Source: an optimization exercise on an open RTL-to-GDS flow (aim: small area, a short achievable clock period and few clock cycles per item). Production flows keep margins and buffers that such runs may drop. Only simulation tests tie the RTL to the original design; equivalence was not proved. Power figures rest on the tool's default switching activity, not on a simulated workload.

Design Fib, start of the top module:
module Fib
(
  input  clk,
  input  reset,
  input signed [32-1 : 0] fib_n,
  output signed [64-1 : 0] fib_return,
  output  fib_busy,
  input  fib_req
);
Size in the first run: ~1200 cells after synthesis, roughly 170 flip-flops.
Settings: LEC_CHECK=0, ABC_AREA=1, CAP_MARGIN=20, CORE_MARGIN=2, CORE_UTILIZATION=40, PLACE_DENSITY=0.85, SETUP_SLACK_MARGIN=2.5, SLEW_MARGIN=20; clock period 5.0 ns.
standard.sh (not shown) runs the stock make flow with config.mk's settings and CLKGATE_MAP_FILE= SYNTH_SCRIPT=/design/flow/synth_recipe.tcl, a recipe that flattens the netlist after the stock synthesis.
==> flow/flow/run.sh <==
#!/bin/bash
set -euo pipefail
export BUFFER_PORTS_ARGS="-buffer_cell sky130_fd_sc_hd__buf_1"
export CTS_ARGS="-sink_clustering_enable -repair_clock_nets -buf_list sky130_fd_sc_hd__clkbuf_8 -dont_use_dummy_load -sink_clustering_size 10 -sink_clustering_max_diameter 40"
bash standard.sh > standard_flow.log 2>&1
Testbench counts at the start, summed over its fixed seeds: cycles 1,024, requests 1,024.
Rerun with:
==> flow/flow/run.sh (replaced) <==
#!/bin/bash
set -euo pipefail
export BUFFER_PORTS_ARGS="-buffer_cell sky130_fd_sc_hd__buf_1"
export CTS_ARGS="-sink_clustering_enable -repair_clock_nets -dont_use_dummy_load"
bash standard.sh > standard_flow.log 2>&1
--- a/flow/config.mk
+++ b/flow/config.mk
@@ -11,4 +11,4 @@
 export CORE_UTILIZATION = 40
 export PLACE_DENSITY = 0.85
-export SETUP_SLACK_MARGIN = 2.5
+export SETUP_SLACK_MARGIN = 2.6
 export SLEW_MARGIN = 20
Effect: Final area climbs by 4.4%. Via count climbs by 1.3%. Clock-buffer cell count is unchanged. Sequential share of layout area came out lower by 1.5 points.
Rerun with:
--- a/flow/config.mk
+++ b/flow/config.mk
@@ -11,4 +11,4 @@
 export CORE_UTILIZATION = 40
 export PLACE_DENSITY = 0.85
-export SETUP_SLACK_MARGIN = 2.6
+export SETUP_SLACK_MARGIN = 2.8
 export SLEW_MARGIN = 20
Final area is higher by 16%; clock skew is higher by 0.0040 ns; hold slack hardly moves; die area stays the same; routed wire length is higher by about 7%; utilization is higher by 7.8 points; power is higher by about 5%.
Rerun with:
--- a/flow/config.mk
+++ b/flow/config.mk
@@ -11,4 +11,4 @@
 export CORE_UTILIZATION = 40
 export PLACE_DENSITY = 0.85
-export SETUP_SLACK_MARGIN = 2.8
+export SETUP_SLACK_MARGIN = 2.5
 export SLEW_MARGIN = 20
The changed run completed with no timing, DRC or antenna violations.
Utilization falls by 8.9 points.
Non-clock buffer count falls by 71.
Critical path depth rises by 2.
Die area does not change.
Sequential cell count stays the same.
Combinational power falls by 23%.
Worst setup slack degrades by 0.22 ns.
Rerun with:
--- a/flow/config.mk
+++ b/flow/config.mk
@@ -11,4 +11,4 @@
 export CORE_UTILIZATION = 40
 export PLACE_DENSITY = 0.85
-export SETUP_SLACK_MARGIN = 2.5
+export SETUP_SLACK_MARGIN = 2.75
 export SLEW_MARGIN = 20
Worst setup slack improved by 0.19 ns.
Total power rose slightly.
Combinational power came out higher by roughly a tenth.
Utilization came out higher by 3.6 points.
Fmax went up by a little under a tenth.
Global-route usage came out lower by 2.8 points.
Via count came out higher slightly.
Hold slack gets better by 0.0077 ns.
Die area does not change.
Rerun with:
==> flow/flow/run.sh (replaced) <==
#!/bin/bash
set -euo pipefail
export BUFFER_PORTS_ARGS="-buffer_cell sky130_fd_sc_hd__buf_1"
export CTS_ARGS="-sink_clustering_enable -repair_clock_nets -buf_list sky130_fd_sc_hd__clkbuf_8 -dont_use_dummy_load -sink_buffer_max_cap_derate 0.5"
bash standard.sh > standard_flow.log 2>&1
--- a/flow/config.mk
+++ b/flow/config.mk
@@ -11,4 +11,4 @@
 export CORE_UTILIZATION = 40
 export PLACE_DENSITY = 0.85
-export SETUP_SLACK_MARGIN = 2.75
+export SETUP_SLACK_MARGIN = 2.5
 export SLEW_MARGIN = 20
After rerunning: Setup slack got worse by 0.19 ns. Register-to-register slack got worse by 0.17 ns. Combinational power went down by roughly a tenth. First-iteration DRC count went down by a few percent. Design area went down by a little under a tenth. Worst hold slack got worse by 0.012 ns. Via count went down slightly. Die area is unchanged. Global-route usage went up by 2.7 points. Power went down by roughly a tenth. Sequential power stays flat.

* * *

Setup of P:
Starting RTL as in the previous note.
Settings: LEC_CHECK=0, ABC_AREA=1, CAP_MARGIN=20, CORE_MARGIN=2, CORE_UTILIZATION=40, PLACE_DENSITY=0.85, SETUP_SLACK_MARGIN=2.5, SLEW_MARGIN=20; clock period 5.0 ns.
==> flow/flow/run.sh <==
#!/bin/bash
set -euo pipefail
export BUFFER_PORTS_ARGS="-buffer_cell sky130_fd_sc_hd__buf_1"
export CTS_ARGS="-sink_clustering_enable -repair_clock_nets -dont_use_dummy_load -buf_list {sky130_fd_sc_hd__clkbuf_8 sky130_fd_sc_hd__clkbuf_16}"
bash standard.sh > standard_flow.log 2>&1
P: no failed stages, no open violations at the end
Testbench counts of P, summed over its fixed seeds: cycles 1,024, requests 1,024.
#### Input delta (Q over P)
Settings: SETUP_SLACK_MARGIN: 2.5 -> 2.7; PLACE_DENSITY: 0.85 -> 0.95.
==> flow/flow/run.sh <==
#!/bin/bash
set -euo pipefail
export BUFFER_PORTS_ARGS="-buffer_cell sky130_fd_sc_hd__buf_1"
export CTS_ARGS="-sink_clustering_enable -repair_clock_nets -dont_use_dummy_load"
bash standard.sh > standard_flow.log 2>&1
Findings:
P and Q all finish clean. Q vs P — worst setup slack for register-to-register paths rose 0.15 ns. Q — combinational fraction of design power 0.8 points higher, P as reference. [compare] base=P new=Q: smallest hold slack now sits higher, number of standard cells in the final layout excluding fillers now sits higher. Q against P: proportion of power drawn by the clock network decreased by 1.1 points relative to the old numbers; core utilization increased by 1.4 points relative to the old numbers; total power decreased by 0.77% relative to the old numbers; internal power of the cells increased by 0.000013 W relative to the old numbers.
What R does differently from Q at the input level:
Settings: PLACE_DENSITY now 0.85, was 0.95; SETUP_SLACK_MARGIN now 2.9, was 2.7.
==> comparison <==
Going from Q to R, the fraction of power consumed by the clock network was found to have gone down by 1.0 points. Synthesized cell count came out exactly the same in R and Q. R vs Q, worst max-slew margin expressed relative to the limit went up by 18 points. Q vs R, worst setup path endpoint: cur[15] vs cur[13].
Changes in S relative to R:
Settings: swapping 2.9 for 2.5 in SETUP_SLACK_MARGIN.
- S: full flow OK, the timing, design-rule and antenna checks passed
- Taking R as the reference, in S via count fell by about 7%; synthesized instance count stayed essentially flat; layout multi-input combinational cell count stayed essentially flat.
- Going from R to S, total congestion overflow after global routing has remained practically unchanged, post-synthesis to final-layout area growth lower.
- Run comparison: S critical path startpoint fib_n[0]; R critical path startpoint fib_n[2]
- Final cell area: S below R
#### Input delta (T over S)
Settings: SETUP_SLACK_MARGIN: 2.5 -> 2.4.
Notes after the runs:
On T: detailed-route wire length per cell is 0.65% lower than what S gave. T ends up with lower net switching power figure than S does. T and S ended up with nearly the same relative area of clock buffers and inverters in the final design. Going from S to T, the buffer share of cell area was found to have gone down by 0.77 points. Worst slew slack as a fraction of its limit sits higher in T than in S. Diff S..T | part of the total power dissipated in the clock network | negligible. NOTE: wire length after detailed routing in T falls short of that of S.

* * *

Another version of the RTL of Fib (not shown whole).
Size: ~1,300 cells after synthesis, roughly 9500 um^2 of cells after synthesis.
==> flow/config.mk <==
export PLATFORM = sky130hd
export DESIGN_NAME = Fib
export DESIGN_NICKNAME = Fib
export VERILOG_FILES = /design/flow/design.v
export SDC_FILE = /design/flow/constraint.sdc
export NUM_CORES = 4
export LEC_CHECK = 0
export ABC_AREA = 1
export CAP_MARGIN = 20
export CORE_MARGIN = 2
export CORE_UTILIZATION = 40
export SETUP_SLACK_MARGIN = 2.5
export SLEW_MARGIN = 20
export SYNTH_MEMORY_MAX_BITS = 16384
==> flow/constraint.sdc <==
create_clock -name core_clock -period 5.0 [get_ports {clk}]
set_input_delay 1.0000 -clock core_clock [delete_from_list [all_inputs] [get_ports {clk}]]
set_output_delay 1.0000 -clock core_clock [all_outputs]
set_load 0.01 [all_outputs]
run.sh (not shown) runs the stock make flow with config.mk's settings and CLKGATE_MAP_FILE= SYNTH_SCRIPT=/design/flow/synth_recipe.tcl, a recipe that flattens the netlist after the stock synthesis.
Stock flow here: none of the scripts above is used.
The first run went through all stages and came out clean.
Testbench counts at the start, summed over its fixed seeds: cycles 1,024, requests 1,024.
Change:
Settings changed: ABC_AREA 1 to not set, SETUP_SLACK_MARGIN 2.5 to not set, SYNTH_MEMORY_MAX_BITS 16384 to not set.
After rerunning: With this change the flow ended with an error in 1_2_yosys.

* * *

== violet ==
Fib again, from the RTL that the note above started with.
make LEC_CHECK=0 ABC_AREA=0 ABC_CLOCK_PERIOD_IN_PS=2500 CAP_MARGIN=20 CORE_MARGIN=2 CORE_UTILIZATION=40 SETUP_SLACK_MARGIN=2.5 SLEW_MARGIN=20 SYNTH_MEMORY_MAX_BITS=16384 finish   # period 5.0 ns
Testbench counts of violet, summed over its fixed seeds: cycles 1,024, requests 1,024.
Inputs modified between violet and nickel:
- SETUP_SLACK_MARGIN: 2.5 -> unset
- ABC_CLOCK_PERIOD_IN_PS: 2500 -> unset
- ABC_AREA: 0 -> 1
==> results.txt <==
Compared with violet, nickel shows a higher number of stages on the worst setup path. For the proportion of cell area spent on the clock network, nickel came in 0.44 points higher than violet did. nickel: total power per unit cell area about 11% above violet. Die area shrinks by a few percent when moving from violet to nickel. In the metrics for violet and nickel, the one carrying the higher sequential cell area share is nickel. nickel against violet: relative max-transition margin now sits lower, worst hold slack across all endpoints now sits lower, mux contribution to synthesized area now sits lower.

* * *

Fib with an RTL version that a note above also has.
Size: roughly 1200 cells after synthesis, ~170 flip-flops, ~100 I/O pins, roughly 8400 um^2 of cells after synthesis.
==> flow/config.mk <==
export PLATFORM = sky130hd
export DESIGN_NAME = Fib
export DESIGN_NICKNAME = Fib
export VERILOG_FILES = /design/flow/design.v
export SDC_FILE = /design/flow/constraint.sdc
export NUM_CORES = 4
export LEC_CHECK = 0
export ABC_AREA = 1
export CAP_MARGIN = 20
export CORE_MARGIN = 2
export CORE_UTILIZATION = 40
export PLACE_DENSITY = 0.75
export SETUP_SLACK_MARGIN = 2.7
export SLEW_MARGIN = 20
==> flow/constraint.sdc <==
create_clock -name core_clock -period 5.0 [get_ports {clk}]
set_input_delay 1.0000 -clock core_clock [delete_from_list [all_inputs] [get_ports {clk}]]
set_output_delay 1.0000 -clock core_clock [all_outputs]
set_load 0.01 [all_outputs]
standard.sh (not shown) runs the stock make flow with config.mk's settings and CLKGATE_MAP_FILE= SYNTH_SCRIPT=/design/flow/synth_recipe.tcl, a recipe that flattens the netlist after the stock synthesis.
==> flow/flow/run.sh <==
#!/bin/bash
set -euo pipefail
export BUFFER_PORTS_ARGS="-buffer_cell sky130_fd_sc_hd__buf_1"
export CTS_ARGS="-sink_clustering_enable -repair_clock_nets -dont_use_dummy_load"
bash standard.sh > standard_flow.log 2>&1
The first run produced a clean layout.
Testbench counts at the start, summed over its fixed seeds: cycles 1,024, requests 1,024.
Next try:
- PLACE_DENSITY: 0.75 -> 0.85
After rerunning: Wire length grows by 4.9%; core utilization shrinks by 0.15 points; cell count is about the same; count of clock-buffer cells in the layout is unchanged; final area shrinks by 0.30%; global-route usage grows by 2.4 points.

==> what the ideal ports hide <==
No port has a modelled driver above. Below, the same layouts with a new extraction and two added sets of constraints. Step 1 sets driving cells, clkbuf_16 on the clock port and buf_2 on the other inputs (assumed; they add their load-dependent delay and slew). Step 2 times the ports against the registers' clock, not the clock port: input delays grow and output delays shrink by t, the midpoint of the rising clock arrivals with the driver on. a / b / c = ideal ports / drivers / drivers and shift; a / b = the first two.
| run | t, ns | setup slack, ns | worst register clock-pin slew, ns | cell pins on the clock port's net |
|---|---|---|---|---|
| the first run of note 1 | 0.494 | 2.444 / 2.464 / 1.970 | 0.13 / 0.13 | 1 |
| the second run of note 1 | 0.469 | 2.532 / 2.555 / 2.086 | 0.09 / 0.09 | 1 |
| the third run of note 1 | 0.470 | 2.662 / 2.671 / 2.201 | 0.08 / 0.08 | 1 |
| the fourth run of note 1 | 0.470 | 2.444 / 2.456 / 1.987 | 0.09 / 0.09 | 1 |
| the fifth run of note 1 | 0.455 | 2.634 / 2.628 / 2.174 | 0.08 / 0.08 | 1 |
| the sixth run of note 1 | 0.494 | 2.444 / 2.464 / 1.970 | 0.13 / 0.13 | 1 |
| P | 0.470 | 2.444 / 2.456 / 1.987 | 0.09 / 0.09 | 1 |
| Q | 0.465 | 2.595 / 2.604 / 2.140 | 0.08 / 0.08 | 1 |
| R | 0.463 | 2.705 / 2.591 / 2.129 | 0.08 / 0.08 | 1 |
| S | 0.470 | 2.444 / 2.456 / 1.987 | 0.09 / 0.09 | 1 |
| T | 0.470 | 2.342 / 2.366 / 1.897 | 0.09 / 0.09 | 1 |
| the first run of note 3 | 0.487 | 2.393 / 2.423 / 1.935 | 0.09 / 0.09 | 1 |
| violet | 0.489 | 2.239 / 2.254 / 1.765 | 0.09 / 0.09 | 1 |
| nickel | 0.477 | 1.124 / 1.154 / 0.677 | 0.08 / 0.08 | 1 |
| the first run of note 5 | 0.471 | 2.668 / 2.667 / 2.196 | 0.08 / 0.08 | 1 |
| the second run of note 5 | 0.467 | 2.635 / 2.622 / 2.155 | 0.09 / 0.09 | 1 |
After both steps setup and hold are still met in every run listed. The setup slack of R, which loses most, moves by -0.114 ns with the drivers and by -0.576 ns with both steps.
